What follows belongs to an exercise in optimizing a design on an open flow for a short achievable clock period and few clock cycles; a production flow would make more cautious choices.
Function was checked by simulation only, so behaviour that the tests miss may differ from the original.
Power figures rest on the tool's default switching activity, not on a simulated workload.

== trial 81 ==
## black_bean
module black_bean(
    clk,
    rst_n,
    IO_MEM_R_DATA,
    IO_MEM_W_DATA,
    IO_MEM_ADDR,
    IO_MEM_R_EN,
    IO_MEM_W_EN
);
input clk, rst_n;
input  [7:0] IO_MEM_R_DATA;
output [7:0] IO_MEM_W_DATA;
output [7:0] IO_MEM_ADDR;
output       IO_MEM_R_EN;
output       IO_MEM_W_EN;
reg [7:0] pc;     
reg [7:0] ar, dr0, dr1, dr2, cr, ir;
reg [7:0] addr_q, wdata_q;
reg       wen_q;
reg       m_mem;    
reg       m_irx;    
reg       m_halt;   
reg [3:0] mt;       
reg       msc;      
assign IO_MEM_R_EN   = 1'b1;
assign IO_MEM_ADDR   = addr_q;
assign IO_MEM_W_DATA = wdata_q;
assign IO_MEM_W_EN   = wen_q;
wire [7:0] rd = IO_MEM_R_DATA;
wire [7:0] pc1 = pc + 8'd1;
wire [7:0] pc2 = pc + 8'd2;
wire [7:0] pcx = m_irx ? pc : pc1;         
wire [7:0] pcx1 = m_irx ? pc1 : pc2;       
wire [8:0] sum = {1'b0, dr0} + {1'b0, dr1};
wire       lt = dr0 < dr1;
wire       eq = dr0 == dr1;
wire       gt = dr0 > dr1;
reg  [7:0] re;
always @(*) begin
    case (cr)
        8'h11: re = sum[7:0];
        8'h01: re = lt ? 8'h3c : eq ? 8'h3d : 8'h3e;
        8'h10: re = eq ? ar : pcx;
        default: re = 8'h00;
    endcase
end
wire [7:0] ad = (cr == 8'h11) ? {7'd0, sum[8]} : 8'h00;
reg br_hold;   
always @(*) begin
    case (cr)
        8'h01: br_hold = lt;
        8'h02: br_hold = eq;
        8'h03: br_hold = gt;
  ...
Size: about 81 flip-flops, about 28 I/O pins.
==> module black_bean, before the edit <==
module black_bean(
    clk,
    rst_n,
    IO_MEM_R_DATA,
    IO_MEM_W_DATA,
    IO_MEM_ADDR,
    IO_MEM_R_EN,
    IO_MEM_W_EN
);
input clk, rst_n;
input  [7:0] IO_MEM_R_DATA;
output [7:0] IO_MEM_W_DATA;
output [7:0] IO_MEM_ADDR;
output       IO_MEM_R_EN;
output       IO_MEM_W_EN;
reg [7:0] pc;     
reg [7:0] ar, dr0, dr1, dr2, cr, ir;
reg [7:0] addr_q, wdata_q;
reg       wen_q;
reg       m_mem;    
reg       m_irx;    
reg       m_halt;   
reg [3:0] mt;       
reg       msc;      
assign IO_MEM_R_EN   = 1'b1;
assign IO_MEM_ADDR   = addr_q;
assign IO_MEM_W_DATA = wdata_q;
assign IO_MEM_W_EN   = wen_q;
wire [7:0] rd = IO_MEM_R_DATA;
wire [7:0] pc1 = pc + 8'd1;
wire [7:0] pc2 = pc + 8'd2;
wire [7:0] pcx = m_irx ? pc : pc1;         
wire [7:0] pcx1 = m_irx ? pc1 : pc2;       
wire [8:0] sum = {1'b0, dr0} + {1'b0, dr1};
wire       lt = dr0 < dr1;
wire       eq = dr0 == dr1;
wire       gt = dr0 > dr1;
reg  [7:0] re;
always @(*) begin
    case (cr)
        8'h11: re = sum[7:0];
        8'h01: re = lt ? 8'h3c : eq ? 8'h3d : 8'h3e;
        8'h10: re = eq ? ar : pcx;
        default: re = 8'h00;
    endcase
end
wire [7:0] ad = (cr == 8'h11) ? {7'd0, sum[8]} : 8'h00;
reg br_hold;   
always @(*) begin
    case (cr)
        8'h01: br_hold = lt;
        8'h02: br_hold = eq;
        8'h03: br_hold = gt;
        8'h04: br_hold = !lt;
        8'h05: br_hold = !eq;
        8'h06: br_hold = !gt;
        default: br_hold = 1'b1;
    endcase
end
wire [7:0] br = br_hold ? pcx : ar;
wire [7:0] dr0_inc = dr0 + 8'd1;
wire [7:0] b = m_irx ? ir : rd;
wire [3:0] s = b[7:4];
wire [3:0] t = b[3:0];
reg [7:0] v;   
always @(*) begin
    case (s)
        4'h1: v = b;
        4'h2: v = pcx;
        4'h3: v = ar;
        4'h4: v = (t == 4'h4) ? dr0_inc : dr0;
        4'h5: v = dr1;
        4'h6: v = (t == 4'h2) ? br : cr;
        4'h7: v = dr2;
        4'h8: v = re;
        4'h9: v = ad;
        default: v = 8'h00;
    endcase
end
wire s_c    = (s == 4'hc);
wire s_mem  = (s == 4'hc) || (s == 4'hd);
wire t_mem  = (t == 4'hc) || (t == 4'hd);
wire t_reg  = (t != 4'h0) && (t[3] == 1'b0);    
wire halt   = (b == 8'h00);
wire needbus = t_mem || (s_mem && t_reg);
wire exec   = !m_mem && !m_halt;
wire ex_wr  = exec && !s_mem;
always @(posedge clk) begin
    if (!rst_n) begin
        pc      <= 8'h00;
        ar      <= 8'h00;
        dr0     <= 8'h00;
        dr1     <= 8'h00;
        dr2     <= 8'h00;
        cr      <= 8'h00;
        ir      <= 8'h00;
        addr_q  <= 8'h00;
        wdata_q <= 8'h00;
        wen_q   <= 1'b0;
        m_mem   <= 1'b0;
        m_irx   <= 1'b0;
        m_halt  <= 1'b0;
        mt      <= 4'h0;
        msc     <= 1'b0;
    end else if (m_halt) begin
        wen_q   <= 1'b0;
    end else if (m_mem) begin
        wen_q <= 1'b0;
        if (mt == 4'h1) ir  <= rd;
        if (mt == 4'h3) ar  <= rd;
        if (mt == 4'h4) dr0 <= rd;
        if (mt == 4'h5) dr1 <= rd;
        if (mt == 4'h6) cr  <= rd;
        if (mt == 4'h7) dr2 <= rd;
        m_mem <= 1'b0;
        m_irx <= (mt == 4'h1);
        if (mt == 4'h2) begin
            pc     <= rd;
            addr_q <= rd;
        end else if (msc) begin
            pc     <= pc1;
            addr_q <= pc1;
        end else begin
            addr_q <= pc;
        end
    end else begin
        if (ex_wr && t == 4'h3) ar  <= v;
        if (ex_wr && t == 4'h4) dr0 <= v;
        if (ex_wr && t == 4'h5) dr1 <= v;
        if (ex_wr && t == 4'h6) cr  <= v;
        if (ex_wr && t == 4'h7) dr2 <= v;
        if (ex_wr && t == 4'h1) ir  <= v;
        wdata_q <= v;
        mt      <= t;
        msc     <= s_c;
        if (halt) begin
            m_halt <= 1'b1;
            m_irx  <= 1'b0;
            wen_q  <= 1'b0;
        end else if (needbus) begin
            m_mem  <= 1'b1;
            m_irx  <= 1'b0;
            wen_q  <= t_mem;
            pc     <= pcx;
            addr_q <= (s_c || t == 4'hc) ? pcx : ar;
        end else begin
            wen_q  <= 1'b0;
            m_irx  <= (t == 4'h1);
            if (t == 4'h2) begin
                pc     <= v;
                addr_q <= v;
            end else if (s_c) begin
                pc     <= pcx1;
                addr_q <= pcx1;
            end else begin
                pc     <= pcx;
                addr_q <= pcx;
            end
        end
    end
end
endmodule
export LEC_CHECK = 0
export ABC_CLOCK_PERIOD_IN_PS = 1500
export CAP_MARGIN = 20
export CORE_MARGIN = 2
export CORE_UTILIZATION = 40
export SETUP_SLACK_MARGIN = 4
export SLEW_MARGIN = 20
export TNS_END_PERCENT = 100
create_clock -name core_clock -period 5.5 [get_ports {clk}]
run.sh (not shown) runs the stock make flow with config.mk's settings and CLKGATE_MAP_FILE= SYNTH_SCRIPT=/design/flow/synth_recipe.tcl, a recipe that flattens the netlist after the stock synthesis.
Testbench counts of trial 81, summed over its fixed seeds: cycles 318,156.
What build 26 does differently from trial 81 at the input level:
--- a/flow/design.v
+++ b/flow/design.v
@@ -33,8 +33,7 @@
 wire [7:0] pcx = m_irx ? pc : pc1;         
 wire [7:0] pcx1 = m_irx ? pc1 : pc2;       
-wire [8:0] sum = {1'b0, dr0} + {1'b0, dr1};
-wire       lt = dr0 < dr1;
-wire       eq = dr0 == dr1;
-wire       gt = dr0 > dr1;
+reg  [8:0] sum;
+reg        lt, eq, gt;
+reg        alu_stale;    
 reg  [7:0] re;
 always @(*) begin
@@ -85,6 +84,21 @@
 wire halt   = (b == 8'h00);
 wire needbus = t_mem || (s_mem && t_reg);
+wire stall  = alu_stale && ((s == 4'h8) || (s == 4'h9) || (s == 4'h6 && t == 4'h2));
 wire exec   = !m_mem && !m_halt;
 wire ex_wr  = exec && !s_mem;
+always @(posedge clk) begin
+    sum <= {1'b0, dr0} + {1'b0, dr1};
+    lt  <= dr0 < dr1;
+    eq  <= dr0 == dr1;
+    gt  <= dr0 > dr1;
+    if (!rst_n)
+        alu_stale <= 1'b1;
+    else if (m_halt)
+        alu_stale <= 1'b0;
+    else if (m_mem)
+        alu_stale <= (mt == 4'h4) || (mt == 4'h5);
+    else
+        alu_stale <= !stall && !s_mem && ((t == 4'h4) || (t == 4'h5));
+end
 always @(posedge clk) begin
     if (!rst_n) begin
@@ -125,4 +139,6 @@
             addr_q <= pc;
         end
+    end else if (stall) begin
+        wen_q <= 1'b0;
     end else begin
         if (ex_wr && t == 4'h3) ar  <= v;
## What came out
Build 26 did not stop at any stage, and its layout met the timing, design-rule and antenna checks.
Compared with trial 81, build 26 instantiates a larger number of cells.
Build 26 ended up with a higher utilization than trial 81 did.
Side by side, fmax turned out higher in build 26 than in trial 81.
Relative to trial 81, the clock period minus final worst setup slack of build 26 is lower by 0.15 ns.
Relative to trial 81, routed wire length decreased by about 3% in build 26.
Between build 26 and trial 81, it is build 26 whose combinational power share is lower, by 1.6 points.
Build 26 vs trial 81 — non-clock buffer total of the final layout climbed by more than 10%
Most frequent standard cell in the layout excluding fill and tap cells: sky130_fd_sc_hd__nand2_1 -> trial 81, sky130_fd_sc_hd__buf_4 -> build 26
Testbench counts of build 26, summed over its fixed seeds: cycles 318,900.

-- afterwards: timing with drivers on the ports --
The results above use ideal ports. As a check the final layouts listed here were re-extracted and re-timed, cells and wires unchanged. Step 1, drivers: a clkbuf_16 drives clk and a buf_2 each remaining input, both assumed. Step 2, shift: input delay + t, output delay - t, t = (earliest + latest rising clock arrival at the registers) / 2. This alone moves slack from input paths to output paths. Slacks: no drivers / after step 1 / after step 2; pairs: no drivers / after step 1.
| run | t (ns) | setup WS [ns] | worst hold slack (ns) | slew at the worst register clock pin (ns) | pins driven straight from the clock port |
|---|---|---|---|---|---|
| trial 81 | 0.400 | 2.257 / 2.255 / 1.856 | 0.454 / 0.454 / 0.454 | 0.07 / 0.07 | 1 |
| build 26 | 0.406 | 2.410 / 2.407 / 2.001 | 0.490 / 0.490 / 0.490 | 0.08 / 0.08 | 1 |
After both steps setup and hold are still met in every run listed. The setup slack of build 26, which loses most, moves by -0.003 ns with the drivers and by -0.409 ns with both steps.
